This design comes from an exercise in tuning for small area on the open sky130 flow, not from production work.
Function was checked by simulation only, so behaviour that the tests miss may differ from the original.
No activity file was given, so power comes from the tool's default toggle rates. The clock port is modelled as an ideal driver; clocking choices that lean on that would not hold on a real chip.

==> flow/design.v <==
module pf_add #(parameter W = 8) (
    input  [W-1:0] a,
    input  [W-1:0] b,
    input          ci,
    output [W-1:0] s,
    output         co
);
wire [W:0] c;
assign c[0] = ci;
genvar k;
generate
  for (k = 0; k < W; k = k + 1) begin : bit_
    wire p = a[k] ^ b[k];
    assign s[k]   = p ^ c[k];
    assign c[k+1] = (a[k] & b[k]) | (p & c[k]);
  end
endgenerate
assign co = c[W];
endmodule
module pf_mulb #(parameter WA = 17) (
    input  [WA-1:0]   a,
    input  [7:0]      b,
    output [WA+7:0]   p
);
localparam W = WA + 2;            
wire [W-1:0] ax  = {{2{a[WA-1]}}, a};
wire [W-1:0] ax2 = {a[WA-1], a, 1'b0};
wire [8:0] bb = {b, 1'b0};
wire [W-1:0] s [0:3];
genvar i;
generate
  for (i = 0; i < 4; i = i + 1) begin : dig_
    wire b0 = bb[2*i], b1 = bb[2*i+1], b2 = bb[2*i+2];
    wire one = b0 ^ b1;
    wire two = (b2 & ~b1 & ~b0) | (~b2 & b1 & b0);
    wire neg = b2;
    wire [W-1:0] q = (({W{one}} & ax) | ({W{two}} & ax2)) ^ {W{neg}};
    if (i == 0) begin : first_
      pf_add #(W) u (.a(q), .b({W{1'b0}}), .ci(neg), .s(s[0]), .co());
    end else begin : row_
      wire [W-1:0] sh = {{2{s[i-1][W-1]}}, s[i-1][W-1:2]};
      pf_add #(W) u (.a(sh), .b(q), .ci(neg), .s(s[i]), .co());
      assign p[2*i-1:2*i-2] = s[i-1][1:0];
    end
  end
endgenerate
assign p[WA+7:6] = s[3][WA+1:0];
endmodule
module top_PF (
    input  signed [7:0] i_signals,
    input               clk,
    input               rst,
    output              o_clock,
    output signed [7:0] o_signal,
    output        [1:0] pwm
);
reg [3:0] pa;    
reg [4:0] pb;    
wire pb_wrap = (pb == 5'd23);
always @(posedge clk or negedge rst)
  if (!rst) begin
    pa <= 4'd0;
    pb <= 5'd0;
  end else begin
    pb <= pb_wrap ? 5'd0 : pb + 5'd1;
    if (pb_wrap) pa <= (pa == 4'd14) ? 4'd0 : pa + 4'd1;
  end
wire pa3  = (pa == 4'd3);
wire pa7  = (pa == 4'd7);
wire pa11 = (pa == 4'd11);
wire pa12 = (pa == 4'd12);
wire pa13 = (pa == 4'd13);
wire ev_x    = pa3  && (pb == 5'd18);    
wire ev_dn   = pa11 && (pb == 5'd6);     
wire ev_s    = pa11 && (pb == 5'd7);     
wire c0      = pa11 && (pb == 5'd8);     
wire ev_p2   = pa12 && (pb == 5'd14);    
wire c30     = pa12 && (pb == 5'd14);    
wire c31     = pa12 && (pb == 5'd15);    
wire c60     = pa13 && (pb == 5'd20);    
wire lapA    = (pa11 && pb >= 5'd9) || (pa12 && pb <= 5'd13);    
wire mcalc   = (pa12 && pb >= 5'd15) || (pa13 && pb <= 5'd19);   
wire slip    = mcalc || c60;                                     
wire ge90  = (pa > 4'd3) || (pa3 && pb >= 5'd18);
wire le179 = (pa < 4'd7) || (pa7 && pb <= 5'd11);
wire ge270 = (pa > 4'd11) || (pa11 && pb >= 5'd6);
assign o_clock = (ge90 && le179) || ge270;
reg clr;
always @(posedge clk or negedge rst)
  if (!rst) clr <= 1'b1;
  else if (pa == 4'd2 && pb == 5'd9) clr <= 1'b0;     
reg  [7:0] re [0:48];
reg  [7:0] ro [0:48];
reg        par;           
reg  signed [14:0] acc1;
wire [7:0] xnew = {~i_signals[7], i_signals[6:0]};
wire w1 = (pa3 && pb >= 5'd19) || (pa == 4'd4) || (pa == 4'd5 && pb <= 5'd18);    
wire w2 = (pa == 4'd5 && pb >= 5'd19) || (pa == 4'd6) || (pa7 && pb <= 5'd19);    
wire rsel = w1 ? ~par : par;
wire [7:0] h1 = rsel ? ro[0] : re[0];
integer i;
always @(posedge clk) begin
  for (i = 0; i < 48; i = i + 1) begin
    re[i] <= re[i+1];
    ro[i] <= ro[i+1];
  end
  re[48] <= clr ? 8'd0 : ((ev_x && !par) ? xnew : re[0]);
  ro[48] <= clr ? 8'd0 : ((ev_x &&  par) ? xnew : ro[0]);
end
always @(posedge clk or negedge rst)
  if (!rst) par <= 1'b0;
  else if (ev_x) par <= ~par;
wire [14:0] a1_in = ev_x ? {{6{xnew[7]}}, xnew, 1'b0} : acc1;
wire [14:0] a1_sum;
pf_add #(15) u_a1 (.a(a1_in), .b({{7{h1[7]}}, h1}), .ci(1'b0), .s(a1_sum), .co());
always @(posedge clk)
  if (ev_x || w1 || w2) acc1 <= a1_sum;
wire [20:0] a1x = {{6{acc1[14]}}, acc1};
wire [20:0] t9, t41;
pf_add #(21) u_w1 (.a(a1x), .b({a1x[17:0], 3'b000}), .ci(1'b0), .s(t9),  .co());
pf_add #(21) u_w2 (.a(t9),  .b({a1x[15:0], 5'b00000}), .ci(1'b0), .s(t41), .co());
wire [8:0] W = t41[20:12];
reg  [3:0] r2 [0:57];
reg  [5:0] q2;
reg        pend2, run2;
wire [3:0] h2 = r2[0];
wire       start2 = pend2 && !run2 && (q2 == 6'd0);
wire       end2   = run2 && (q2 == 6'd0);
reg  signed [13:0] acc2;
reg  [7:0] zold, zrun;
wire [7:0] zsrc = start2 ? zold : zrun;
wire [7:0] znext;
pf_add #(8) u_z (.a(zsrc), .b({{4{h2[3]}}, h2}), .ci(1'b0), .s(znext), .co());
wire [13:0] a2_in = start2 ? {{5{W[8]}}, W} : acc2;
wire [13:0] a2_sum;
pf_add #(14) u_a2 (.a(a2_in), .b({{6{zsrc[7]}}, zsrc}), .ci(1'b0), .s(a2_sum), .co());
wire [3:0] enew = W[3:0] - zrun[3:0];
always @(posedge clk) begin
  for (i = 0; i < 57; i = i + 1) r2[i] <= r2[i+1];
  r2[57] <= clr ? 4'd0 : (end2 ? enew : h2);
  if (start2 || run2) zrun <= znext;
end
always @(posedge clk or negedge rst)
  if (!rst) begin
    q2 <= 6'd0;
    pend2 <= 1'b0;
    run2 <= 1'b0;
    acc2 <= 14'sd0;
    zold <= 8'd0;
  end else begin
    q2 <= (end2 || q2 == 6'd57) ? 6'd0 : q2 + 6'd1;
    if (ev_p2) pend2 <= 1'b1;
    else if (start2) pend2 <= 1'b0;
    if (start2) run2 <= 1'b1;
    else if (end2) run2 <= 1'b0;
    if (start2 || run2) acc2 <= a2_sum;
    if (start2) zold <= znext;
  end
wire [22:0] bx = {{9{acc2[13]}}, acc2};
wire [22:0] b17, b273;
pf_add #(23) u_v1 (.a(bx),  .b({bx[18:0], 4'b0000}), .ci(1'b0), .s(b17),  .co());
pf_add #(23) u_v2 (.a(b17), .b({bx[14:0], 8'b00000000}), .ci(1'b0), .s(b273), .co());
wire [27:0] qx = {{12{b273[21]}}, b273[21:6]};
wire [27:0] q17, q529, q4625;
pf_add #(28) u_v3 (.a(qx),   .b({qx[23:0], 4'b0000}), .ci(1'b0), .s(q17),  .co());
pf_add #(28) u_v4 (.a(q17),  .b({qx[18:0], 9'b0}),    .ci(1'b0), .s(q529), .co());
pf_add #(28) u_v5 (.a(q529), .b({qx[15:0], 12'b0}),   .ci(1'b0), .s(q4625), .co());
wire [7:0] V = q4625[27:20];
reg  [3:0]  xr [0:29];
reg  [3:0]  dv;
reg  [7:0]  x0r, xrun;
reg  [15:0] hr [0:29];
reg  signed [23:0] acc;
reg  signed [15:0] yn;
reg  [7:0]  dn;
reg  [7:0]  mreg, mleft;
wire [3:0]  xh = xr[0];
wire [15:0] hh = hr[0];
wire [16:0] wo;
pf_add #(17) u_wo (.a({dn[7], dn, 8'd0}), .b(~{yn[15], yn}), .ci(1'b1), .s(wo), .co());
wire [16:0] mop1 = slip ? wo : {hh[15], hh};
wire [7:0]  mop2 = xrun;
wire [24:0] mp;
pf_mulb #(17) u_mul (.a(mop1), .b(mop2), .p(mp));
wire c22;
pf_add #(17) u_c22 (.a(mp[16:0]), .b(mp[21:5]), .ci(1'b0), .s(), .co(c22));
wire [7:0] mnew;
pf_add #(8) u_mn (.a(mp[24:17]), .b({{5{mp[24]}}, mp[24:22]}), .ci(c22), .s(mnew), .co());
wire [7:0] msel = c31 ? mleft : mreg;
wire [20:0] hx = {{5{hh[15]}}, hh};
wire [20:0] h33;
pf_add #(21) u_h33 (.a(hx), .b({hx[15:0], 5'b00000}), .ci(1'b0), .s(h33), .co());
wire [7:0] fl = {{2{h33[20]}}, h33[20:15]};    
wire nz = |hh[14:0];
wire [7:0] dlt;
pf_add #(8) u_dl (.a(msel), .b(~fl), .ci(~nz), .s(dlt), .co());
wire [15:0] hnew;    
wire [7:0]  dlg = hupd ? dlt : 8'd0;
pf_add #(16) u_hn (.a(hh), .b({{8{dlg[7]}}, dlg}), .ci(1'b0), .s(hnew), .co());
wire hupd = c0 || mcalc;
wire [7:0] xstep;
pf_add #(8) u_xs (.a(xrun), .b(~{{4{xh[3]}}, xh}), .ci(1'b1), .s(xstep), .co());
wire [23:0] acc_sum;
pf_add #(24) u_acc (.a(c0 ? 24'd0 : acc), .b(mp[23:0]), .ci(1'b0), .s(acc_sum), .co());
always @(posedge clk) begin
  for (i = 0; i < 29; i = i + 1) begin
    xr[i] <= xr[i+1];
    hr[i] <= hr[i+1];
  end
  xr[29] <= clr ? 4'd0 : (slip ? dv : xh);
  hr[29] <= clr ? 16'd0 : hnew;
  if (c0) dv <= V[3:0] - x0r[3:0];
  else if (slip) dv <= xh;
  if (c0 || c30 || clr) xrun <= x0r;    
  else if (lapA || mcalc) xrun <= xstep;
end
always @(posedge clk or negedge rst)
  if (!rst) begin
    acc <= 24'sd0;
    yn <= 16'sd0;
    dn <= 8'd0;
    x0r <= 8'd0;
    mreg <= 8'd0;
    mleft <= 8'd0;
  end else begin
    if (c0 || lapA) acc <= acc_sum;
    if (ev_s) yn <= acc[23:8];
    if (ev_dn) dn <= {~i_signals[7], i_signals[6:0]};
    if (mcalc) mreg <= mnew;
    if (c60) mleft <= mnew;
    if (c30) x0r <= V;
  end
assign o_signal = {~wo[15], wo[14:8]};
reg [4:0] c31c;   
always @(posedge clk or negedge rst)
  if (!rst) c31c <= 5'd0;
  else if (pb == 5'd12) c31c <= (c31c < 5'd30) ? c31c + 5'd1 : 5'd0;
wire [4:0] tri5 = (c31c <= 5'd15) ? c31c : 5'd30 - c31c;
wire [3:0] t = tri5[3:0];
wire [15:0] T16 = {t, t, t, t};
wire tp1 = t[3] & ~(&t[2:0]);
wire [15:0] u  = wo[15:0] ^ 16'h8000;
wire [15:0] un = ~u;
wire [3:0]  tl1 = t + {3'b000, tp1};
wire [3:0]  tl4 = t + {3'b000, tp1} - 4'd1;
wire ge1a = (u[3:0] >= tl1);
wire ge1b = (u[7:4] > t)   || (u[7:4] == t   && ge1a);
wire ge1c = (u[11:8] > t)  || (u[11:8] == t  && ge1b);
wire g1   = (u[15:12] > t) || (u[15:12] == t && ge1c);
wire ge4a = (un[3:0] >= tl4);
wire ge4b = (un[7:4] > t)   || (un[7:4] == t   && ge4a);
wire ge4c = (un[11:8] > t)  || (un[11:8] == t  && ge4b);
wire ge4d = (un[15:12] > t) || (un[15:12] == t && ge4c);
wire g4   = (t == 4'd0) || ((|u) && ge4d);
wire [1:0] raw = {~g1 & g4, g1 & ~g4};
reg [1:0] s6, s7, s12;
always @(posedge clk) begin
  if (pb == 5'd6)  s6  <= raw;
  if (pb == 5'd7)  s7  <= raw;
  if (pb == 5'd12) s12 <= raw;
end
wire young = clr && (pa == 4'd0) && (pb < 5'd9);
wire [1:0] d9 = (pb >= 5'd7  && pb <= 5'd15) ? s6  :
                (pb == 5'd16)                ? s7  :
                (pb >= 5'd17 && pb <= 5'd21) ? s12 : raw;
wire [1:0] r9 = young ? 2'b00 : d9;
wire dead = (r9 == 2'b01 && raw == 2'b10) || (r9 == 2'b10 && raw == 2'b01);
assign pwm = dead ? 2'b00 : raw;
endmodule
==> flow/flow/run.sh <==
#!/bin/bash
# The standard layout (the standard.sh, every ORFS step unchanged), with
# one CTS option added: no dummy loads on the clock tree's leaf nets.  The
# other CTS options are the ones cts.tcl builds from config.mk.
set -euo pipefail
CTS="-sink_clustering_enable -repair_clock_nets -dont_use_dummy_load"
CTS="$CTS -buf_list sky130_fd_sc_hd__clkbuf_16"
CTS="$CTS -sink_clustering_size 28 -sink_clustering_max_diameter 90"
bash standard.sh "CTS_ARGS=$CTS" "BUFFER_PORTS_ARGS=-buffer_cell sky130_fd_sc_hd__buf_1" finish > standard_flow.log 2>&1
==> flow/standard.sh <==
#!/bin/bash
# synth_recipe.tcl (not shown) runs the flow's synth.tcl, then flattens the netlist and writes it again
# the make line also repeats each setting of config.mk as NAME=value (left out here)
make -C /OpenROAD-flow-scripts/flow DESIGN_CONFIG=/design/flow/config.mk WORK_HOME=/design/flow/orfs CLKGATE_MAP_FILE= SYNTH_SCRIPT=/design/flow/synth_recipe.tcl "${@:-finish}"
==> flow/config.mk <==
export PLATFORM = sky130hd
export DESIGN_NAME = top_PF
export DESIGN_NICKNAME = top_PF
export VERILOG_FILES = /design/flow/design.v
export SDC_FILE = /design/flow/constraint.sdc
export NUM_CORES = 4
export LEC_CHECK = 0
export ABC_AREA = 1
export CAP_MARGIN = 20
export CORE_MARGIN = 2
export CORE_UTILIZATION = 70
export CTS_BUF_LIST = sky130_fd_sc_hd__clkbuf_16
export CTS_CLUSTER_DIAMETER = 60
export CTS_CLUSTER_SIZE = 28
export SLEW_MARGIN = 20
==> flow/constraint.sdc <==
create_clock -name core_clock -period 20.0 [get_ports {clk}]
set_input_delay 4.0000 -clock core_clock [delete_from_list [all_inputs] [get_ports {clk}]]
set_output_delay 4.0000 -clock core_clock [all_outputs]
set_load 0.01 [all_outputs]
==> out/qor.yml, run 1 <==
hold_path_end: "re[46][5]"
rows: 97
postCtsHoldBufs: 0
tightest_slew_ns: 1.09
clk_latency_ns: 0.68
end_kind: "flip-flop"
ir_worst_vdd_mv: 0.106
clk_pin_slew_ns: 0.12
crit_path_frequent_cell: "fa_1"
final_area_um2: 52500
wl_um: 101000
fmax_ghz: 0.0621
top_layer_used: "met5"
rsz0062_at_grt: "no"
timing.rr.start: "pb[0]"
grt_pass1_vias: 26507
seq_area_frac_synth_pct: 73.9
die-width_um: 270
hp-start: "re[47][5]"
place_area_um2: 50500
syn_area_per_cell_um2: 14.1
tritoncts: "done"
initial_core_util_pct: 70.6
portBuffers: 20
slowest_stage: "fa_1"
synth_top_area_share_pct: 65.4
syn_to_final_growth_pct: 6.06
cp-start-kind: "flip-flop"
required_ns: 20.52
synth.distinct_cells: 58
ant_nets: 0
routed-wl-met2_um: 51100
wl_met3_um: 5010
gp_congestion: 0.889
worstPathMaxFanout: 35
leakage_nw: 22.6
drt-initial-drc-count: 2081
hold_viol: 0
clock_sinks: 1775
grt_pass1_wl_um: 159000
syn_area_um2: 49500
dpl.hpwl_um: 59900
critPathMaxStageDelay_ns: 0.54
clock_path_buffers: 3
vias: 24142
firstDrtPassIters: 6
whs_ns: 0.272
ys_ff_latch: 1775
timing.final.crit_period_ns: 16.09
syn-instance-count: 3516
grt_max_degree: 77
drc: 0
chipHeight_um: 270
r2r_slack_ns: 3.91
dp_slack_ns: 3.80
skew_ns: 0.109
root_buffer: "clkbuf_16"
min_path_type: "reg2reg"
finalSetupViolations: 0
ctsResizeCount: 0
ys_warn_count: 7
synth_edf_count: 41
grt_util_all_layers_pct: 28.8
r2r_cells: 48
slew_headroom_pct: 26.3
path_class: "reg2reg"
yosysMostFrequentCell: "dfxtp_1"
finalCritPeriodShare_pct: 80.5
post_drt_via_cell_ratio: 5.36
fin_ws_ns: 3.91
pin_count: 21
crit_arrival_ns: 16.62
r2r-end: "mreg[6]"
n_antenna_cell: 0
drv_cap: 0
h-tree-depth: 3
syn_nets: 3887
finalNetCount: 3935
core_um2: 70000
postCtsSetupRepairBufs: 0
synthTopCellsByArea: "dfxtp_1, fa_1, dfrtp_1, ha_1, inv_1"
setup_tns_ns: 0
antenna_found_initial: 1
cts_buffers: 76
ys_async_sr_fraction_pct: 6.65
die_area_um2: 72800
drv_slew: 0
crit_buf_inv: 4
synth_common_cells: "dfxtp_1, inv_1, nand2_1, fa_1, ha_1"
wl_per_cell_um: 22.4
power_density_nw_per_um2: 100
wl_met1_um: 39200
grt_overflow_total: 0
drive_gt1_share_pct: 4.13
worst_path_dominant_cell_family: "adder cells"
whs_path_depth: 0
stdcell_count: 4502
synth_top_area_cell: "dfxtp_1"
ys.flop_type: "dfxtp_1"
dp_cells: 4426
status: "no timing/DRC/antenna violations"
worst register-to-register path: cells and delay by family (launching register included):
family          cells  cell delay (ns)
compound gates      4             0.94
xor+xnor            1             0.18
fa+ha+maj          34            13.13
buf+inv             4             0.35
flops               1             0.48
simple gates        5             0.91
registers in the layout, indices dropped and copies added, names as in the netlist, 14 cells and up:
register,flops
hr,480
yn,16
acc2,14
acc1,15
acc,24
ro,392
xr,120
r2,232
re,392
kinds of logic after synthesis:
| kind of cell | share of synthesized area [%] |
|---|---|
| flip-flops | 73.9 |
| AND/OR/NAND/NOR | 3.83 |
| buffers and inverters | 3.48 |
| AO/OA/AOI/OAI | 4.30 |
| adder cells (fa/ha/maj) | 12.5 |
| XOR/XNOR | 1.68 |
| multiplexers | 0.314 |
through the flow:
stage	total power, W	utilization (%)
final	0.00526	74.9
after global routing	0.00539	74.9
after CTS	0.00528	74.9
after detailed placement	0.00364	72.2
after global placement	0.00364	72.2
after floorplan	0.00363	-
routing by layer:
| metal | up-vias | global-route usage, % |
|---|---|---|
| met5 | - | 0.0658 |
| met1 | 11848 | 35.8 |
| met2 | 966 | 50.0 |
| met3 | 348 | 4.13 |
| met4 | 2 | 13.9 |
| li1 | 10978 | - |
worst max-delay path by stage:
stage	slack (ns)	depth (start not counted)	start	endpoint
finish	3.91	48	pb[0]	mreg[6]
global route	3.13	48	pb[0]	mleft[6]
CTS	3.82	48	pb[0]	mleft[6]
detailed placement	3.80	48	pb[0]	mleft[6]
global placement	4.17	48	pb[0]	mleft[6]
floorplan	5.06	49	pb[0]	mleft[6]
layout by cell type, fill, tap and decap left out, types with 3 or more instances in the layout:
cell type  synthesis  final
a211oi_1           4      4
a21oi_1           93     93
a31o_2             5      5
a31oi_1            5      5
buf_1              5     19
buf_4              8     12
clkbuf_16          0     76
dfrtp_1          117    117
dfxtp_1         1616   1616
edfxtp_1          41     41
fa_1             224    224
ha_1             137    137
inv_1            376    376
inv_2              5      5
mux2_2            12     12
nand2_1          257    257
nand2_2            4      4
nand3_1           28     28
nand4_1           10     10
nor2_1           118    117
nor2_2             2      3
nor3_1            12     11
nor4_1             5      5
o211ai_1           5      5
o21a_1            11     11
o21ai_0          134    134
o21ai_1           15     14
o21ai_2            8      9
o21bai_1           8      8
o22ai_1           66     66
or2_2              8      8
xnor2_1           11     11
xor2_1            84     83
area by class of cell:
type / count / area, um^2
sequential: 1775 / 36500
multi-input combinational: 1294 / 11200
tap: 940 / 1180
clock buffer: 76 / 1900
inverter: 385 / 1450
fill: 3826 / 17600
timing repair buffer: 32 / 169
power breakdown:
group          total (W)  switching (W)  internal [W]
sequential       0.00355    0.000000814       0.00355
clock            0.00170        0.00101      0.000686
combinational  0.0000123      0.0000102    0.00000209
==> run 2, diff against run 1 <==
==> flow/run.sh (new file) <==
#!/bin/bash
# synth_recipe.tcl (not shown) runs the flow's synth.tcl, then flattens the netlist and writes it again
# the make line also repeats each setting of config.mk as NAME=value (left out here)
make -C /OpenROAD-flow-scripts/flow DESIGN_CONFIG=/design/flow/config.mk WORK_HOME=/design/flow/orfs CLKGATE_MAP_FILE= SYNTH_SCRIPT=/design/flow/synth_recipe.tcl finish
--- a/flow/config.mk
+++ b/flow/config.mk
@@ -10,6 +10,6 @@
 export CORE_MARGIN = 2
 export CORE_UTILIZATION = 70
 export CTS_BUF_LIST = sky130_fd_sc_hd__clkbuf_16
-export CTS_CLUSTER_DIAMETER = 60
+export CTS_CLUSTER_DIAMETER = 90
 export CTS_CLUSTER_SIZE = 28
 export SLEW_MARGIN = 20
removed: flow/flow/run.sh
removed: flow/standard.sh
==> out/qor.yml, run 2 <==
status: "no timing/DRC/antenna violations"
fin_ws_ns: 3.97
grt_pass1_wl_um: 151000
clk_latency_ns: 0.67
seq_area_frac_synth_pct: 73.9
ir_worst_vdd_mv: 0.121
ys_async_sr_fraction_pct: 6.65
drc: 0
rsz0062_at_grt: "no"
largest_reg_flops: 480
clock_path_buffers: 3
met1_usage_pct: 34.4
synthTopCellsByArea: "dfxtp_1, fa_1, dfrtp_1, ha_1, inv_1"
regMostFlops: "hr"
path_class: "reg2reg"
reg.largest.list: "hr (480), re (392), ro (392)"
initial_core_util_pct: 70.6
postCtsSetupRepairBufs: 0
grt_pass1_vias: 25834
antenna_found_initial: 4
clk_pin_slew_ns: 0.10
ys_warn_count: 7
required_ns: 20.55
synth_top_area_share_pct: 65.4
die-width_um: 270
finalCritPeriodShare_pct: 80.1
clock_sinks: 1775
worstPathMaxFanout: 35
yosys-mux-area-fraction_pct: 0.314
dp_slack_ns: 3.87
slew_headroom_pct: 23.2
mostFrequentLayoutCells: "dfxtp_1, inv_1, nand2_1"
seqCellArea_um2: 36500
syn_area_per_cell_um2: 14.1
vias: 23813
finalSetupViolations: 0
critPathMaxStageDelay_ns: 0.55
min_path_type: "reg2reg"
syn_area_um2: 49500
cp-start-kind: "flip-flop"
gp_congestion: 0.900
drv_slew: 0
ys_ff_latch: 1775
rows: 97
critPathLaunch: "pb[0]"
synth_top_family_by_area: "adder cells"
synth_edf_count: 41
syn_nets: 3887
crit_arrival_ns: 16.58
post_drt_via_cell_ratio: 5.26
grtUsageMet2_pct: 47.4
tritoncts: "done"
syn-instance-count: 3516
layout_commonest_cell: "dfxtp_1"
pin_count: 21
synthXorXnorAreaFrac_pct: 1.68
drv_cap: 0
portBuffers: 20
dpl.hpwl_um: 56600
hold_viol: 0
ant_nets: 0
die_area_um2: 72800
fillers: 3847
grt_util_met3_pct: 3.43
cts_buffers: 75
fmax_ghz: 0.0624
end_kind: "flip-flop"
setup_tns_ns: 0
h-tree-depth: 3
leakage_nw: 22.8
grt_max_degree: 73
r2r_cells: 48
synth-compound-area-share_pct: 4.30
power_density_nw_per_um2: 101
top_usage_layer: "met2"
wl_um: 95300
r2r-end: "mleft[6]"
r2r_slack_ns: 3.97
firstDrtPassIters: 6
chipHeight_um: 270
drt-initial-drc-count: 2069
endpoint: "mleft[6]"
syn_to_final_growth_pct: 6.82
yosysMostFrequentCell: "dfxtp_1"
synth.distinct_cells: 58
grt_util_all_layers_pct: 27.0
timing.final.crit_period_ns: 16.03
wl_per_cell_um: 21.0
slowest_stage: "fa_1"
tightest_slew_ns: 1.14
synthSimpleGateAreaFrac_pct: 3.83
core_um2: 70000
crit_path_frequent_cell: "fa_1"
synth_top_area_cell: "dfxtp_1"
whs_path_depth: 0
postCtsHoldBufs: 0
drive_gt1_share_pct: 4.43
multiInputGateArea_um2: 11200
synthAdderAreaFrac_pct: 12.5
timing.rr.start: "pb[0]"
synth_common_cells: "dfxtp_1, inv_1, nand2_1, fa_1, ha_1"
skew_ns: 0.0551
root_buffer: "clkbuf_16"
ys.flop_type: "dfxtp_1"
finalNetCount: 3935
grt_overflow_total: 0
ctsResizeCount: 0
[run 2: changes by cell type in the layout (fill, tap and decap cells not counted), moves of 2 or more]
cell / change
inv_6: +3
buf_4: +2
clkinv_16: +5
buf_1: -19
clkdlybuf4s50_1: +19
inv_1: +12
[run 2: cells by family after synthesis]
| kind of cell | Yosys count |
|---|---|
| flip-flops | 1775 |
| AND/OR/NAND/NOR | 454 |
| buffers and inverters | 447 |
| AO/OA/AOI/OAI | 370 |
| adder cells (fa/ha/maj) | 361 |
| XOR/XNOR | 95 |
| multiplexers | 14 |
[run 2: layer usage]
metal | share of wire (%) | vias up
met4 | 4.1 | 4
met5 | 0.027 | -
met1 | 40 | 11750
met2 | 51 | 816
li1 | - | 10989
met3 | 4.3 | 254
[run 2: worst min-delay path by stage]
stage	slack, ns	start	to
after global placement	0.31	re[22][3]	re[21][3]
after global routing	0.31	xr[23][0]	xr[22][0]
after detailed placement	0.31	hr[26][14]	hr[25][14]
after CTS	0.31	re[34][2]	re[33][2]
final	0.31	re[34][2]	re[33][2]
after floorplan	0.31	hr[1][0]	hr[0][0]
[run 2: critical path, delay by kind of cell, from the launching register on]
family | cells | cell delay (ns)
xor+xnor | 1 | 0.18
simple gates | 5 | 0.89
compound gates | 4 | 0.93
fa+ha+maj | 34 | 13.05
flops | 1 | 0.48
buf+inv | 4 | 0.36
[run 2: area by class of cell]
type	count	area share [%]
antenna	1	0.00474
clock inverter	25	0.530
multi-input combinational	1294	21.2
clock buffer	75	3.55
sequential	1775	69.2
inverter	385	2.74
timing repair buffer	33	0.559
tap	940	2.23
[run 2: metrics by stage]
stage | total power, W | hold WS, ns | cells | util (%) | instance area, um^2
floorplan | 0.00363 | 0.310 | 3516 | - | 49500
global placement | 0.00364 | 0.310 | 4427 | 72.3 | 50700
detailed placement | 0.00364 | 0.312 | 4427 | 72.3 | 50700
CTS | 0.00538 | 0.307 | 4527 | 75.4 | 52800
global route | 0.00548 | 0.315 | 4527 | 75.4 | 52800
finish | 0.00535 | 0.308 | 4528 | 75.4 | 52800
[run 2: where the power goes]
part | leakage [nW] | switching, W | internal [W]
clock | 1.09 | 0.00108 | 0.000706
sequential | 14.9 | 0.000000739 | 0.00355
combinational | 6.77 | 0.0000101 | 0.00000367
==> run 3, diff against run 2 <==
==> flow/flow/run.sh (new file) <==
#!/bin/bash
# The standard layout (standard.sh: every ORFS step, synthesis included,
# unchanged), with two options passed to it:
#  - CTS_ARGS: the clock tree as cts.tcl would build it from config.mk's CTS
#    settings, plus -dont_use_dummy_load (no dummy loads on the leaf nets);
#  - BUFFER_PORTS_ARGS: every input and output port is still buffered, with
#    sky130_fd_sc_hd__buf_1 instead of the delay cell buffer_ports picks.
# ORFS writes each step's full log under orfs/logs/; make's own output goes
# to standard_flow.log.
set -euo pipefail
CTS="-sink_clustering_enable -repair_clock_nets -dont_use_dummy_load"
CTS="$CTS -buf_list sky130_fd_sc_hd__clkbuf_16"
CTS="$CTS -sink_clustering_size 28 -sink_clustering_max_diameter 90"
bash standard.sh "CTS_ARGS=$CTS" "BUFFER_PORTS_ARGS=-buffer_cell sky130_fd_sc_hd__buf_1" finish > standard_flow.log 2>&1
==> flow/standard.sh (new file) <==
#!/bin/bash
# synth_recipe.tcl (not shown) runs the flow's synth.tcl, then flattens the netlist and writes it again
# the make line also repeats each setting of config.mk as NAME=value (left out here)
make -C /OpenROAD-flow-scripts/flow DESIGN_CONFIG=/design/flow/config.mk WORK_HOME=/design/flow/orfs CLKGATE_MAP_FILE= SYNTH_SCRIPT=/design/flow/synth_recipe.tcl "${@:-finish}"
removed: flow/run.sh
==> out/qor.yml, run 3 <==
intPower_w: 0.00424
power_density_nw_per_um2: 100
largest_reg_flops: 480
synthXorXnorAreaFrac_pct: 1.68
leakage_nw: 22.6
grtUsageMet2_pct: 50.0
grt_overflow_total: 0
drc: 0
yosysMostFrequentCell: "dfxtp_1"
synth_common_cells: "dfxtp_1, inv_1, nand2_1, fa_1, ha_1"
fillers: 3826
dp_slack_ns: 3.80
wl_um: 101000
hold_viol: 0
clock_sinks: 1775
fmax_ghz: 0.0621
tightest_slew_ns: 1.09
clkPwrFrac_pct: 32.3
skew_ns: 0.109
met1_usage_pct: 35.8
path_class: "reg2reg"
synthSimpleGateAreaFrac_pct: 3.83
n_antenna_cell: 0
synth_top_area_share_pct: 65.4
initial_core_util_pct: 70.6
finalNetCount: 3935
syn-instance-count: 3516
vias: 24142
postCtsHoldBufs: 0
min_path_type: "reg2reg"
synth_edf_count: 41
yosys-mux-area-fraction_pct: 0.314
r2r_slack_ns: 3.91
clk_latency_ns: 0.68
cp-start-kind: "flip-flop"
synthTopCellsByArea: "dfxtp_1, fa_1, dfrtp_1, ha_1, inv_1"
reg.largest.list: "hr (480), re (392), ro (392)"
drt-initial-drc-count: 2081
timing.rr.start: "pb[0]"
synth.distinct_cells: 58
r2r_cells: 48
post_drt_via_cell_ratio: 5.36
syn_nets: 3887
syn_area_um2: 49500
timing.final.crit_period_ns: 16.09
drive_gt1_share_pct: 4.13
status: "no timing/DRC/antenna violations"
core_um2: 70000
finalCritPeriodShare_pct: 80.5
die-width_um: 270
drv_cap: 0
postCtsSetupRepairBufs: 0
slew_headroom_pct: 26.3
dpl.hpwl_um: 59900
setup_tns_ns: 0
crit_path_frequent_cell: "fa_1"
synth_top_area_cell: "dfxtp_1"
syn_area_per_cell_um2: 14.1
seq_area_frac_synth_pct: 73.9
critPathMaxStageDelay_ns: 0.54
ir_worst_vdd_mv: 0.106
ys_warn_count: 7
antenna_found_initial: 1
critPathLaunch: "pb[0]"
p_seq_share_pct: 67.5
finalSetupViolations: 0
die_area_um2: 72800
mostFrequentLayoutCells: "dfxtp_1, inv_1, nand2_1"
worstPathMaxFanout: 35
p_sw_share_pct: 19.5
ctsResizeCount: 0
gp_congestion: 0.889
synth-compound-area-share_pct: 4.30
p_comb_share_pct: 0.2
stdcell_count: 4502
grt_util_all_layers_pct: 28.8
required_ns: 20.52
cts_buffers: 76
rows: 97
clk_pin_slew_ns: 0.12
root_buffer: "clkbuf_16"
top_usage_layer: "met2"
endpoint: "mreg[6]"
drv_slew: 0
ant_nets: 0
synth_top_family_by_area: "adder cells"
clock_path_buffers: 3
firstDrtPassIters: 6
synthAdderAreaFrac_pct: 12.5
syn_to_final_growth_pct: 6.06
ys.flop_type: "dfxtp_1"
grt_pass1_wl_um: 159000
grt_max_degree: 77
fin_ws_ns: 3.91
wl_per_cell_um: 22.4
tritoncts: "done"
regMostFlops: "hr"
grt_util_met3_pct: 4.13
grt_pass1_vias: 26507
dp_cells: 4426
layout_commonest_cell: "dfxtp_1"
p_switching_w: 0.00102
end_kind: "flip-flop"
chipHeight_um: 270
pin_count: 21
ys_async_sr_fraction_pct: 6.65
portBuffers: 20
h-tree-depth: 3
rsz0062_at_grt: "no"
hp-start: "re[47][5]"
r2r-end: "mreg[6]"
slowest_stage: "fa_1"
crit_arrival_ns: 16.62
ys_ff_latch: 1775
run 3: cell counts after synthesis:
Identical to the previous run, type by type.
run 3: power groups by stage:
| stage | clock, W | sequential (W) | combinational, W |
|---|---|---|---|
| final | 0.00170 | 0.00355 | 0.0000123 |
| after global routing | 0.00183 | 0.00355 | 0.0000135 |
| after global placement | 0 | 0.00363 | 0.0000121 |
| after floorplan | 0 | 0.00363 | 0.00000327 |
| after detailed placement | 0 | 0.00363 | 0.0000123 |
| after CTS | 0.00172 | 0.00355 | 0.0000125 |
run 3: worst min path at each step:
stage	end	slack, ns	cells after the start
CTS	re[46][5]	0.27	0
detailed placement	hr[6][1]	0.31	0
global placement	ro[0][5]	0.31	0
finish	re[46][5]	0.27	0
global route	re[46][5]	0.27	0
floorplan	hr[0][0]	0.31	0
run 3: layer usage:
layer | share of wire (%) | wire length, um | up-vias
li1 | - | - | 10978
met2 | 51 | 51100 | 966
met4 | 5.6 | 5650 | 2
met1 | 39 | 39200 | 11848
met3 | 5.0 | 5010 | 348
met5 | 0.011 | 11 | -
run 3: metrics by stage:
step / instance area, um^2 / total power, W / utilization, % / hold slack (ns)
floorplan: 49500 / 0.00363 / - / 0.310
global placement: 50500 / 0.00364 / 72.2 / 0.310
detailed placement: 50500 / 0.00364 / 72.2 / 0.312
CTS: 52400 / 0.00528 / 74.9 / 0.267
global route: 52500 / 0.00539 / 74.9 / 0.272
finish: 52500 / 0.00526 / 74.9 / 0.272
run 3: cells by family (layout without fill, tap and decap cells):
family          after synthesis  count (layout)
compound gates              370             370
xor+xnor                     95              95
fa+ha+maj                   361             361
buf+inv                     447             493
flops                      1775            1775
mux                          14              14
simple gates                454             454
run 3: cell type report:
type | count | area, um^2 | area share, %
multi-input combinational | 1294 | 11200 | 21.4
sequential | 1775 | 36500 | 69.7
clock buffer | 76 | 1900 | 3.63
timing repair buffer | 32 | 169 | 0.322
tap | 940 | 1180 | 2.24
inverter | 385 | 1450 | 2.76
run 3: critical path, delay by kind of cell, from the launching register on:
family	cells	cell delay, ns
compound gates	4	0.92
xor+xnor	1	0.18
fa+ha+maj	34	13.13
buf+inv	4	0.35
flops	1	0.48
simple gates	5	0.91
==> run 4, diff against run 3 <==
--- a/flow/design.v
+++ b/flow/design.v
@@ -81,10 +81,15 @@
 wire lapA    = (pa11 && pb >= 5'd9) || (pa12 && pb <= 5'd13);    
 wire mcalc   = (pa12 && pb >= 5'd15) || (pa13 && pb <= 5'd19);   
 wire slip    = mcalc || c60;                                     
-wire ge90  = (pa > 4'd3) || (pa3 && pb >= 5'd18);
-wire le179 = (pa < 4'd7) || (pa7 && pb <= 5'd11);
-wire ge270 = (pa > 4'd11) || (pa11 && pb >= 5'd6);
-assign o_clock = (ge90 && le179) || ge270;
+wire ge89  = (pa > 4'd3) || (pa3 && pb >= 5'd17);
+wire le178 = (pa < 4'd7) || (pa7 && pb <= 5'd10);
+wire ge269 = (pa > 4'd11) || (pa11 && pb >= 5'd5);
+wire le358 = !(pa == 4'd14 && pb == 5'd23);
+reg  r_oclk;
+always @(posedge clk or negedge rst)
+  if (!rst) r_oclk <= 1'b0;
+  else r_oclk <= (ge89 && le178) || (ge269 && le358);
+assign o_clock = r_oclk;
 reg clr;
 always @(posedge clk or negedge rst)
   if (!rst) clr <= 1'b1;
--- a/flow/flow/run.sh
+++ b/flow/flow/run.sh
@@ -10,5 +10,5 @@
 set -euo pipefail
 CTS="-sink_clustering_enable -repair_clock_nets -dont_use_dummy_load"
 CTS="$CTS -buf_list sky130_fd_sc_hd__clkbuf_16"
-CTS="$CTS -sink_clustering_size 28 -sink_clustering_max_diameter 90"
+CTS="$CTS -sink_clustering_size 30 -sink_clustering_max_diameter 100"
 bash standard.sh "CTS_ARGS=$CTS" "BUFFER_PORTS_ARGS=-buffer_cell sky130_fd_sc_hd__buf_1" finish > standard_flow.log 2>&1
==> out/qor.yml, run 4 <==
status: "no timing/DRC/antenna violations"
syn-instance-count: 3528
rows: 97
critPathMaxStageDelay_ns: 0.55
seq_area_frac_synth_pct: 73.8
tightest_slew_ns: 0.871
antenna_found_initial: 4
drt-initial-drc-count: 2026
end_kind: "flip-flop"
firstDrtPassIters: 6
largest_reg_flops: 480
ctsResizeCount: 0
crit_arrival_ns: 16.56
drive_gt1_share_pct: 4.67
ys_ff_latch: 1776
layout_commonest_cell: "dfxtp_1"
drv_slew: 0
synthTopCellsByArea: "dfxtp_1, fa_1, dfrtp_1, ha_1, inv_1"
drc: 0
core_um2: 70000
portBuffers: 20
drv_cap: 0
crit_path_frequent_cell: "fa_1"
syn_area_per_cell_um2: 14.0
synth_common_cells: "dfxtp_1, inv_1, nand2_1, fa_1, o21ai_0"
initial_core_util_pct: 70.7
ant_nets: 0
slowest_stage: "fa_1"
tritoncts: "done"
ys.flop_type: "dfxtp_1"
ys_async_sr_fraction_pct: 6.70
finalNetCount: 3943
mostFrequentLayoutCells: "dfxtp_1, inv_1, nand2_1"
timing.final.crit_period_ns: 16.07
synth_top_area_cell: "dfxtp_1"
hold_viol: 0
crit_buf_inv: 4
worstPathMaxFanout: 35
pin_count: 21
reg.largest.list: "hr (480), re (392), ro (392)"
synth_top_area_share_pct: 65.3
clock_path_buffers: 3
vias: 23667
power_w: 0.00520
clock_sinks: 1776
worst_path_dominant_cell_family: "adder cells"
postCtsHoldBufs: 0
skew_ns: 0.102
synth.distinct_cells: 61
wl_um: 96100
yosysMostFrequentCell: "dfxtp_1"
cp_num_cells: 48
fmax_ghz: 0.0622
ir_worst_vdd_mv: 0.115
clk_pin_slew_ns: 0.11
syn_to_final_growth_pct: 5.86
required_ns: 20.49
leakage_nw: 22.5
rsz0062_at_grt: "no"
path_class: "reg2reg"
clk_latency_ns: 0.68
die-width_um: 270
whs_path_depth: 0
grt_max_degree: 62
wl_per_cell_um: 21.3
gp_congestion: 0.900
chipHeight_um: 270
die_area_um2: 72900
syn_area_um2: 49500
finalCritPeriodShare_pct: 80.4
setup_tns_ns: 0
slew_headroom_pct: 41.9
h-tree-depth: 3
r2r_cells: 48
min_path_type: "reg2reg"
power_density_nw_per_um2: 99.1
root_buffer: "clkbuf_16"
grt_util_all_layers_pct: 27.3
ys_warn_count: 7
fillers: 3926
regMostFlops: "hr"
syn_nets: 3895
grt_pass1_wl_um: 151000
synth_edf_count: 41
grt_overflow_total: 0
cp-start-kind: "flip-flop"
post_drt_via_cell_ratio: 5.24
dpl.hpwl_um: 60100
postCtsSetupRepairBufs: 0
grt_pass1_vias: 25793
cts_buffers: 70
finalSetupViolations: 0
## run 4: layout make-up
cell class	count	area [um^2]	area share (%)
Sequential cell	1776	36600	69.7
Multi-Input combinational cell	1300	11200	21.4
Clock buffer	70	1750	3.34
Inverter	390	1470	2.80
Tap cell	940	1180	2.24
Timing Repair Buffer	38	241	0.460
Antenna cell	2	5.00	0.00954
## run 4: per-stage QoR
step,cells,utilization [%],hold slack (ns),area (um^2),worst slack [ns]
after floorplan,3528,-,0.310,49500,5.16
after global placement,4442,72.3,0.309,50600,4.36
after detailed placement,4442,72.3,0.312,50600,3.96
after CTS,4512,74.8,0.306,52400,3.92
after global routing,4514,74.9,0.311,52400,3.29
final,4516,74.9,0.306,52400,3.93
## run 4: cell families after synthesis
kind of cell	Yosys count	synth area share, %
flip-flops	1776	73.8
AND/OR/NAND/NOR	464	3.93
buffers and inverters	452	3.53
AO/OA/AOI/OAI	372	4.37
adder cells (fa/ha/maj)	357	12.4
XOR/XNOR	93	1.64
multiplexers	14	0.313
## run 4: final timing paths
kind                             end  slack [ns]      start
hold reg to reg            hr[28][0]        0.31  hr[29][0]
min in group asynchronous     r_oclk        3.26        rst
setup reg to reg             mreg[6]        3.93      pb[0]
hold / removal             hr[28][0]        0.31  hr[29][0]
max in group asynchronous      dn[7]       15.21        rst
setup / recovery             mreg[6]        3.93      pb[0]
## run 4: routing by layer
layer	share of wire [%]	GRT usage (%)	vias up	wire length, um
met5	0.014	0	-	13
met4	3.9	9.87	2	3740
met3	5.5	4.07	238	5320
met2	50	46.9	817	47800
met1	41	35.4	11591	39200
li1	-	-	11019	-
## run 4: power breakdown
group          internal, W  switching, W
Clock             0.000635      0.000999
Combinational   0.00000270     0.0000108
Sequential         0.00355   0.000000480
## run 4: worst register-to-register path, delay by kind of cell, from the launching register on
family	cells	cell delay (ns)
compound gates	4	0.94
xor+xnor	1	0.18
fa+ha+maj	34	13.17
buf+inv	4	0.36
flops	1	0.49
simple gates	5	0.74
==> run 5, diff against run 4 <==
--- a/flow/flow/run.sh
+++ b/flow/flow/run.sh
@@ -10,5 +10,5 @@
 set -euo pipefail
 CTS="-sink_clustering_enable -repair_clock_nets -dont_use_dummy_load"
 CTS="$CTS -buf_list sky130_fd_sc_hd__clkbuf_16"
-CTS="$CTS -sink_clustering_size 30 -sink_clustering_max_diameter 100"
+CTS="$CTS -sink_clustering_size 26 -sink_clustering_max_diameter 110"
 bash standard.sh "CTS_ARGS=$CTS" "BUFFER_PORTS_ARGS=-buffer_cell sky130_fd_sc_hd__buf_1" finish > standard_flow.log 2>&1
==> out/qor.yml, run 5 <==
status: "no timing/DRC/antenna violations"
root_buffer: "clkbuf_16"
synth_top_area_share_pct: 65.3
slowest_stage: "fa_1"
drv_cap: 0
ys_ff_latch: 1776
regMostFlops: "hr"
synthSimpleGateAreaFrac_pct: 3.93
ctsResizeCount: 0
ant_nets: 0
grt_pass1_vias: 26137
finalNetCount: 3950
r2r-end: "mreg[6]"
crit_arrival_ns: 16.70
critPathMaxStageDelay_ns: 0.55
ir_worst_vdd_mv: 0.0993
clock_sinks: 1776
vias: 23994
final_area_um2: 52600
tritoncts: "done"
synth_common_cells: "dfxtp_1, inv_1, nand2_1, fa_1, o21ai_0"
portBuffers: 20
mostFrequentLayoutCells: "dfxtp_1, inv_1, nand2_1"
ys_warn_count: 7
path_class: "reg2reg"
synth_top_family_by_area: "adder cells"
ys.flop_type: "dfxtp_1"
syn_area_per_cell_um2: 14.0
rsz0062_at_grt: "no"
dpl.hpwl_um: 60100
layout_commonest_cell: "dfxtp_1"
drt-initial-drc-count: 2121
drc: 0
skew_ns: 0.0796
gp_congestion: 0.900
clk_latency_ns: 0.68
whs_path_depth: 0
finalCritPeriodShare_pct: 80.8
timing.final.crit_period_ns: 16.16
die_area_um2: 72900
postCtsHoldBufs: 0
r2r_slack_ns: 3.84
syn_to_final_growth_pct: 6.23
rows: 97
core_um2: 70000
finalSetupViolations: 0
crit_path_frequent_cell: "fa_1"
wl_um: 96600
yosysMostFrequentCell: "dfxtp_1"
antenna_found_initial: 5
pin_count: 21
crit_buf_inv: 4
min_path_type: "reg2reg"
h-tree-depth: 3
worst_path_dominant_cell_family: "adder cells"
largest_reg_flops: 480
clk_pin_slew_ns: 0.12
initial_core_util_pct: 70.7
yosys-mux-area-fraction_pct: 0.313
synthAdderAreaFrac_pct: 12.4
firstDrtPassIters: 6
grt_pass1_wl_um: 151000
ys_async_sr_fraction_pct: 6.70
grt_util_all_layers_pct: 27.3
synth_top_area_cell: "dfxtp_1"
reg.largest.list: "hr (480), re (392), ro (392)"
leakage_nw: 22.6
tightest_slew_ns: 1.08
wl_per_cell_um: 21.4
grt_max_degree: 62
hold_viol: 0
grt_overflow_total: 0
drv_slew: 0
hp-start: "hr[25][7]"
cts_buffers: 78
syn_area_um2: 49500
post_drt_via_cell_ratio: 5.31
setup_tns_ns: 0
slew_headroom_pct: 28.0
synth_edf_count: 41
synth-compound-area-share_pct: 4.37
synthXorXnorAreaFrac_pct: 1.64
fillers: 3904
r2r_cells: 48
worstPathMaxFanout: 35
drive_gt1_share_pct: 4.86
timing.rr.start: "pb[0]"
clock_path_buffers: 3
cp-start-kind: "flip-flop"
syn-instance-count: 3528
seq_area_frac_synth_pct: 73.8
synthTopCellsByArea: "dfxtp_1, fa_1, dfrtp_1, ha_1, inv_1"
hold_path_end: "hr[24][7]"
syn_nets: 3895
required_ns: 20.53
power_density_nw_per_um2: 100
synth.distinct_cells: 61
chipHeight_um: 270
postCtsSetupRepairBufs: 0
place_area_um2: 50600
die-width_um: 270
fmax_ghz: 0.0619
end_kind: "flip-flop"
==> run 5: cell counts after synthesis <==
No cell type changed its count.
==> run 5: worst max-delay path by stage <==
stage	start	end	slack, ns	depth (start not counted)
floorplan	pb[0]	mleft[6]	5.16	49
global placement	pb[0]	mleft[6]	4.36	48
detailed placement	pb[0]	mleft[6]	3.96	48
CTS	pb[0]	mreg[6]	3.84	48
global route	pb[0]	mreg[6]	3.25	48
finish	pb[0]	mreg[6]	3.84	48
==> run 5: cell type report <==
type                            instances  area [um^2]  share of cell area [%]
Timing Repair Buffer                   37          226                   0.430
Tap cell                              940         1180                    2.23
Multi-Input combinational cell       1300        11200                    21.4
Inverter                              390         1470                    2.79
Sequential cell                      1776        36600                    69.5
Antenna cell                            1         2.50                 0.00476
Clock buffer                           78         1950                    3.71
==> run 5: where the power goes <==
group          switching [W]  internal, W  leakage, nW
Combinational      0.0000109   0.00000270         6.67
Sequential       0.000000483      0.00355         15.0
Clock                0.00102     0.000703        0.961
Total                0.00103      0.00425         22.6
==> run 5: cell families (layout without fill, tap and decap cells) <==
group,count (synthesis),count (layout)
other cells,0,1
xor+xnor,93,93
fa+ha+maj,357,357
mux,14,14
flops,1776,1776
buf+inv,452,505
simple gates,464,464
compound gates,372,372
==> run 5: metal layers <==
layer	global-route usage [%]	part of all wire [%]	vias to the layer above	wire, um
met4	11.3	4.2	4	4100
met1	35.0	40	11766	38900
met2	46.8	50	908	48100
met3	4.10	5.6	274	5450
met5	0	0.028	-	27
li1	-	-	11042	-
==> run 5: metrics by stage <==
stage	total power, W	util (%)	setup slack [ns]	std cells	hold WS, ns
finish	0.00528	75.1	3.84	4522	0.291
global route	0.00541	75.1	3.25	4521	0.304
CTS	0.00531	75.1	3.84	4520	0.302
detailed placement	0.00364	72.3	3.96	4442	0.312
global placement	0.00364	72.3	4.36	4442	0.309
floorplan	0.00363	-	5.16	3528	0.310
==> run 6, diff against run 5 <==
--- a/flow/flow/run.sh
+++ b/flow/flow/run.sh
@@ -10,5 +10,5 @@
 set -euo pipefail
 CTS="-sink_clustering_enable -repair_clock_nets -dont_use_dummy_load"
 CTS="$CTS -buf_list sky130_fd_sc_hd__clkbuf_16"
-CTS="$CTS -sink_clustering_size 26 -sink_clustering_max_diameter 110"
+CTS="$CTS -sink_clustering_size 28 -sink_clustering_max_diameter 90"
 bash standard.sh "CTS_ARGS=$CTS" "BUFFER_PORTS_ARGS=-buffer_cell sky130_fd_sc_hd__buf_1" finish > standard_flow.log 2>&1
==> out/qor.yml, run 6 <==
ys_warn_count: 7
wl_met1_um: 39000
synthTopCellsByArea: "dfxtp_1, fa_1, dfrtp_1, ha_1, inv_1"
clock_path_buffers: 3
finalSetupViolations: 0
pin_count: 21
rsz0062_at_grt: "no"
synth_edf_count: 41
wl_per_cell_um: 21.4
grt_util_all_layers_pct: 27.4
clk_pin_slew_ns: 0.12
mostFrequentLayoutCells: "dfxtp_1, inv_1, nand2_1"
vias: 23875
largest_reg_flops: 480
synth_common_cells: "dfxtp_1, inv_1, nand2_1, fa_1, o21ai_0"
postCtsHoldBufs: 0
end_kind: "flip-flop"
stdcell_count: 4519
grt_overflow_total: 0
ys.flop_type: "dfxtp_1"
drt-initial-drc-count: 2010
slew_headroom_pct: 31.8
dpl.hpwl_um: 60100
ant_nets: 0
seqCellArea_um2: 36600
fmax_ghz: 0.0625
synth.distinct_cells: 61
finalCritPeriodShare_pct: 80.1
path_class: "reg2reg"
grt_pass1_vias: 25961
firstDrtPassIters: 8
setup_tns_ns: 0
leakage_nw: 22.6
min_path_type: "reg2reg"
antenna_found_initial: 3
worstPathMaxFanout: 35
die_area_um2: 72900
crit_path_frequent_cell: "fa_1"
drv_cap: 0
chipHeight_um: 270
required_ns: 20.50
power_density_nw_per_um2: 99.9
syn_area_per_cell_um2: 14.0
ctsResizeCount: 0
dp_cells: 4442
drc: 0
status: "no timing/DRC/antenna violations"
crit_arrival_ns: 16.51
h-tree-depth: 3
top_layer_used: "met5"
ir_worst_vdd_mv: 0.131
multiInputGateArea_um2: 11200
layout_commonest_cell: "dfxtp_1"
synth_top_area_share_pct: 65.3
drv_slew: 0
finalNetCount: 3947
portBuffers: 20
fillers: 3919
post_drt_via_cell_ratio: 5.28
ys_async_sr_fraction_pct: 6.70
syn_to_final_growth_pct: 6.06
postCtsSetupRepairBufs: 0
ys_ff_latch: 1776
skew_ns: 0.114
initial_core_util_pct: 70.7
syn_area_um2: 49500
yosysMostFrequentCell: "dfxtp_1"
fin_util_pct: 75.0
routed-wl-met2_um: 48800
clk_latency_ns: 0.69
wl_um: 96800
syn_nets: 3895
root_buffer: "clkbuf_16"
cts_buffers: 75
cp-start-kind: "flip-flop"
core_um2: 70000
seq_area_frac_synth_pct: 73.8
slowest_stage: "fa_1"
grt_pass1_wl_um: 152000
reg.largest.list: "hr (480), re (392), ro (392)"
hold_viol: 0
synth_top_area_cell: "dfxtp_1"
critPathMaxStageDelay_ns: 0.55
gp_congestion: 0.900
grt_max_degree: 62
rows: 97
whs_ns: 0.282
wl_met3_um: 5170
tightest_slew_ns: 1.02
regMostFlops: "hr"
tritoncts: "done"
timing.final.crit_period_ns: 16.01
syn-instance-count: 3528
die-width_um: 270
clock_sinks: 1776
drive_gt1_share_pct: 4.78
## run 6: changes by cell type in the layout (fill, tap and decap cells not counted)
cell,delta
clkbuf_16,-3
buf_16,-1
buf_8,+1
## run 6: per-stage QoR
| step | worst slack [ns] | cell area (um^2) | power [W] |
|---|---|---|---|
| final | 3.99 | 52500 | 0.00525 |
| after global routing | 3.33 | 52500 | 0.00538 |
| after detailed placement | 3.96 | 50600 | 0.00364 |
| after global placement | 4.36 | 50600 | 0.00364 |
| after floorplan | 5.16 | 49500 | 0.00363 |
| after CTS | 3.99 | 52500 | 0.00527 |
## run 6: report_power, final
group	switching, W	internal (W)	total (W)
clock network	0.00101	0.000677	0.00168
registers	0.000000497	0.00355	0.00355
logic	0.0000107	0.00000214	0.0000129
## run 6: logic make-up (layout without fill, tap and decap cells)
kind of cell | count (synthesis) | count (layout) | share of synthesized area, %
mux | 14 | 14 | 0.313
xor+xnor | 93 | 93 | 1.64
flops | 1776 | 1776 | 73.8
compound gates | 372 | 372 | 4.37
other cells | 0 | 1 | 0
simple gates | 464 | 464 | 3.93
buf+inv | 452 | 502 | 3.53
fa+ha+maj | 357 | 357 | 12.4
## run 6: per-layer routing
layer	GRT usage, %	up-vias
li1	-	11028
met1	35.2	11767
met2	47.3	825
met3	4.51	251
met4	10.1	4
met5	0	-
## run 6: layout make-up
| type | count | area share (%) |
|---|---|---|
| inverters | 390 | 2.80 |
| diodes | 1 | 0.00476 |
| well taps | 940 | 2.24 |
| multi-input cells | 1300 | 21.4 |
| clock buffers | 75 | 3.57 |
| repair buffers | 37 | 0.407 |
| flip-flops and latches | 1776 | 69.6 |
## run 6: worst max-delay path: cells and delay by family (launching register included)
kind                     cells  cell delay, ns
buffers and inverters        4            0.36
AND/OR/NAND/NOR              5            0.72
XOR/XNOR                     1            0.18
flip-flops                   1            0.48
AO/OA/AOI/OAI                4            0.92
adder cells (fa/ha/maj)     34           13.15
## run 6: final timing paths
kind,startpoint,end,slack (ns),cells after the start
max reg2reg,pb[0],mreg[6],3.99,48
min reg2reg,hr[25][13],hr[24][13],0.28,0
min in group asynchronous,rst,acc[11],3.57,1
max in group asynchronous,rst,dn[7],14.99,2
min,hr[25][13],hr[24][13],0.28,0
max,pb[0],mreg[6],3.99,48
==> run 7, diff against run 6 <==
--- a/flow/design.v
+++ b/flow/design.v
@@ -117,9 +117,10 @@
   else if (ev_x) par <= ~par;
 wire [14:0] a1_in = ev_x ? {{6{xnew[7]}}, xnew, 1'b0} : acc1;
 wire [14:0] a1_sum;
-pf_add #(15) u_a1 (.a(a1_in), .b({{7{h1[7]}}, h1}), .ci(1'b0), .s(a1_sum), .co());
+wire [7:0] h1g = (ev_x || w1 || w2) ? h1 : 8'd0;    
+pf_add #(15) u_a1 (.a(a1_in), .b({{7{h1g[7]}}, h1g}), .ci(1'b0), .s(a1_sum), .co());
 always @(posedge clk)
-  if (ev_x || w1 || w2) acc1 <= a1_sum;
+  acc1 <= a1_sum;
 wire [20:0] a1x = {{6{acc1[14]}}, acc1};
 wire [20:0] t9, t41;
 pf_add #(21) u_w1 (.a(a1x), .b({a1x[17:0], 3'b000}), .ci(1'b0), .s(t9),  .co());
@@ -135,15 +136,17 @@
 reg  [7:0] zold, zrun;
 wire [7:0] zsrc = start2 ? zold : zrun;
 wire [7:0] znext;
-pf_add #(8) u_z (.a(zsrc), .b({{4{h2[3]}}, h2}), .ci(1'b0), .s(znext), .co());
+wire [3:0] h2g = (start2 || run2) ? h2 : 4'd0;
+pf_add #(8) u_z (.a(zsrc), .b({{4{h2g[3]}}, h2g}), .ci(1'b0), .s(znext), .co());
 wire [13:0] a2_in = start2 ? {{5{W[8]}}, W} : acc2;
 wire [13:0] a2_sum;
-pf_add #(14) u_a2 (.a(a2_in), .b({{6{zsrc[7]}}, zsrc}), .ci(1'b0), .s(a2_sum), .co());
+wire [7:0] zadd = (start2 || run2) ? zsrc : 8'd0;    
+pf_add #(14) u_a2 (.a(a2_in), .b({{6{zadd[7]}}, zadd}), .ci(1'b0), .s(a2_sum), .co());
 wire [3:0] enew = W[3:0] - zrun[3:0];
 always @(posedge clk) begin
   for (i = 0; i < 57; i = i + 1) r2[i] <= r2[i+1];
   r2[57] <= clr ? 4'd0 : (end2 ? enew : h2);
-  if (start2 || run2) zrun <= znext;
+  zrun <= znext;
 end
 always @(posedge clk or negedge rst)
   if (!rst) begin
@@ -158,7 +161,7 @@
     else if (start2) pend2 <= 1'b0;
     if (start2) run2 <= 1'b1;
     else if (end2) run2 <= 1'b0;
-    if (start2 || run2) acc2 <= a2_sum;
+    acc2 <= a2_sum;
     if (start2) zold <= znext;
   end
 wire [22:0] bx = {{9{acc2[13]}}, acc2};
@@ -204,9 +207,11 @@
 pf_add #(16) u_hn (.a(hh), .b({{8{dlg[7]}}, dlg}), .ci(1'b0), .s(hnew), .co());
 wire hupd = c0 || mcalc;
 wire [7:0] xstep;
-pf_add #(8) u_xs (.a(xrun), .b(~{{4{xh[3]}}, xh}), .ci(1'b1), .s(xstep), .co());
+wire [3:0] xd = (lapA || mcalc) ? xh : 4'd0;           
+pf_add #(8) u_xs (.a(xrun), .b(~{{4{xd[3]}}, xd}), .ci(1'b1), .s(xstep), .co());
 wire [23:0] acc_sum;
-pf_add #(24) u_acc (.a(c0 ? 24'd0 : acc), .b(mp[23:0]), .ci(1'b0), .s(acc_sum), .co());
+wire [23:0] pacc = (c0 || lapA) ? mp[23:0] : 24'd0;    
+pf_add #(24) u_acc (.a(c0 ? 24'd0 : acc), .b(pacc), .ci(1'b0), .s(acc_sum), .co());
 always @(posedge clk) begin
   for (i = 0; i < 29; i = i + 1) begin
     xr[i] <= xr[i+1];
@@ -217,7 +222,7 @@
   if (c0) dv <= V[3:0] - x0r[3:0];
   else if (slip) dv <= xh;
   if (c0 || c30 || clr) xrun <= x0r;    
-  else if (lapA || mcalc) xrun <= xstep;
+  else xrun <= xstep;
 end
 always @(posedge clk or negedge rst)
   if (!rst) begin
@@ -228,7 +233,7 @@
     mreg <= 8'd0;
     mleft <= 8'd0;
   end else begin
-    if (c0 || lapA) acc <= acc_sum;
+    acc <= acc_sum;
     if (ev_s) yn <= acc[23:8];
     if (ev_dn) dn <= {~i_signals[7], i_signals[6:0]};
     if (mcalc) mreg <= mnew;
==> out/qor.yml, run 7 <==
rsz0062_at_grt: "no"
h-tree-depth: 3
n_antenna_cell: 0
seq_area_frac_synth_pct: 73.6
skew_ns: 0.106
slowest_stage: "dfrtp_1"
clock_path_buffers: 3
postCtsSetupRepairBufs: 0
synth_edf_count: 10
regMostFlops: "hr"
finalSetupViolations: 0
grt_util_all_layers_pct: 27.9
stdcell_count: 4527
synth.distinct_cells: 64
final_area_um2: 52200
vias: 24241
fillers: 3894
reg.largest.list: "hr (480), re (392), ro (392)"
dpl.hpwl_um: 57900
synth-compound-area-share_pct: 4.06
drive_gt1_share_pct: 4.54
tritoncts: "done"
rows: 97
crit_path_frequent_cell: "fa_1"
required_ns: 20.54
synthAdderAreaFrac_pct: 12.5
synth_top_area_cell: "dfxtp_1"
largest_reg_flops: 480
synth_top_family_by_area: "adder cells"
grt_pass1_vias: 26302
drt-initial-drc-count: 2051
syn_to_final_growth_pct: 6.07
post_drt_via_cell_ratio: 5.35
mostFrequentLayoutCells: "dfxtp_1, inv_1, nand2_1"
synthXorXnorAreaFrac_pct: 1.70
synth_common_cells: "dfxtp_1, inv_1, nand2_1, fa_1, o21ai_0"
drc: 0
clk_latency_ns: 0.67
fmax_ghz: 0.0614
ys.flop_type: "dfxtp_1"
die-width_um: 269
drv_cap: 0
yosys-mux-area-fraction_pct: 0.132
ys_ff_latch: 1776
path_class: "reg2reg"
hold_viol: 0
tightest_slew_ns: 1.12
leakage_nw: 23.0
grt_pass1_wl_um: 155000
pin_count: 21
grt_max_degree: 67
firstDrtPassIters: 5
syn-instance-count: 3534
crit_buf_inv: 4
clk_pin_slew_ns: 0.11
worstPathMaxFanout: 25
worst_path_dominant_cell_family: "adder cells"
cts_buffers: 75
root_buffer: "clkbuf_16"
slew_headroom_pct: 25.0
timing.final.crit_period_ns: 16.30
place_area_um2: 50300
antenna_found_initial: 2
clock_sinks: 1776
cp-start-kind: "flip-flop"
crit_arrival_ns: 16.83
die_area_um2: 72500
ctsResizeCount: 0
yosysMostFrequentCell: "dfxtp_1"
ant_nets: 0
synth_top_area_share_pct: 67.0
syn_area_um2: 49200
wl_um: 103000
drv_slew: 0
finalNetCount: 3956
fin_util_pct: 74.8
initial_core_util_pct: 70.5
end_kind: "flip-flop"
ys_async_sr_fraction_pct: 6.70
power_density_nw_per_um2: 101
min_path_type: "reg2reg"
setup_tns_ns: 0
portBuffers: 20
finalCritPeriodShare_pct: 81.5
status: "no timing/DRC/antenna violations"
power_w: 0.00526
ir_worst_vdd_mv: 0.107
gp_congestion: 0.912
grt_overflow_total: 0
wl_per_cell_um: 22.6
synthTopCellsByArea: "dfxtp_1, fa_1, dfrtp_1, ha_1, inv_1"
dp_cells: 4452
syn_nets: 3901
synthSimpleGateAreaFrac_pct: 4.22
postCtsHoldBufs: 0
critPathMaxStageDelay_ns: 0.49
chipHeight_um: 269
core_um2: 69800
ys_warn_count: 7
layout_commonest_cell: "dfxtp_1"
syn_area_per_cell_um2: 13.9
[run 7: worst reg2reg max path: cells and delay by family, from the launching register on]
| family | cells | cell delay [ns] |
|---|---|---|
| and+or+nand+nor | 5 | 1.47 |
| adders and majority gates | 34 | 13.14 |
| AOI/OAI and AO/OA | 3 | 0.59 |
| xor gates and xnor gates | 1 | 0.18 |
| DFF | 1 | 0.49 |
| buffers and inverters | 4 | 0.36 |
[run 7: worst paths after layout]
path | from | to | slack, ns | cells past startpoint
worst max-delay path | pb[0] | mleft[6] | 3.71 | 47
worst min-delay path | xr[1][2] | xr[0][2] | 0.24 | 0
max in group asynchronous | rst | zold[5] | 15.11 | 2
min in group asynchronous | rst | yn[11] | 3.47 | 1
worst min register to register | xr[1][2] | xr[0][2] | 0.24 | 0
worst max register to register | pb[0] | mleft[6] | 3.71 | 47
[run 7: logic make-up (layout without fill, tap and decap cells)]
family          count (synthesis)  count (layout)
fa+ha+maj                     357             357
buf+inv                       475             528
simple gates                  485             485
flops                        1776            1776
mux                             6               6
compound gates                341             341
xor+xnor                       94              94
[run 7: layout make-up]
cell class              count  area, um^2  area share (%)
multi-input cells        1283       11100            21.3
clock buffers              75        1880            3.59
flip-flops and latches   1776       36300            69.4
well taps                 940        1180            2.25
inverters                 418        1580            3.03
repair buffers             35         191           0.367
[run 7: metal layers]
metal | vias to the layer above | global-route usage, % | part of all wire [%]
met5 | - | 0 | 0.013
met4 | 2 | 11.1 | 4.5
met3 | 310 | 4.79 | 5.4
met2 | 947 | 47.1 | 50
met1 | 12021 | 36.3 | 40
li1 | 10961 | - | -
[run 7: through the flow]
step / worst slack [ns] / hold WS (ns)
after floorplan: 5.15 / 0.310
final: 3.71 / 0.237
after global placement: 4.04 / 0.309
after CTS: 3.66 / 0.257
after global routing: 3.00 / 0.239
after detailed placement: 3.70 / 0.312
[run 7: where the power goes]
part           switching, W   total [W]  internal (W)
Clock               0.00103     0.00171      0.000678
Combinational    0.00000827  0.00000967    0.00000139
Sequential      0.000000132     0.00354       0.00354
Total               0.00104     0.00526       0.00422

-- separate check: timing with driven ports --
The flow's constraints put no driver on any port. The routed layouts listed below were extracted and timed again, unchanged, in two steps.
Step 1: set_driving_cell puts a clkbuf_16 on clk and a buf_2 on each other input, an assumption about the parent block.
Step 2 also shifts input and output timing later by t, the mid clock arrival at the registers, as if the neighbouring blocks saw the same clock.
a / b / c = ideal ports / drivers / drivers and shift; a / b = the first two.
run	t, ns	setup WS [ns]	hold WS [ns]	worst setup path at the end	pins driven straight from the clock port
run 1	0.698	3.907 / 3.907 / 3.907	0.272 / 0.272 / 0.272	register to register	1
run 2	0.722	3.970 / 3.970 / 3.970	0.308 / 0.308 / 0.308	register to register	1
run 3	0.698	3.907 / 3.907 / 3.907	0.272 / 0.272 / 0.272	register to register	1
run 4	0.705	3.927 / 3.927 / 3.927	0.306 / 0.306 / 0.306	register to register	1
run 5	0.722	3.839 / 3.839 / 3.839	0.291 / 0.291 / 0.291	register to register	1
run 6	0.701	3.988 / 3.988 / 3.988	0.282 / 0.282 / 0.282	register to register	1
run 7	0.698	3.705 / 3.705 / 3.705	0.237 / 0.237 / 0.237	register to register	1
After both steps setup and hold are still met in every run listed.
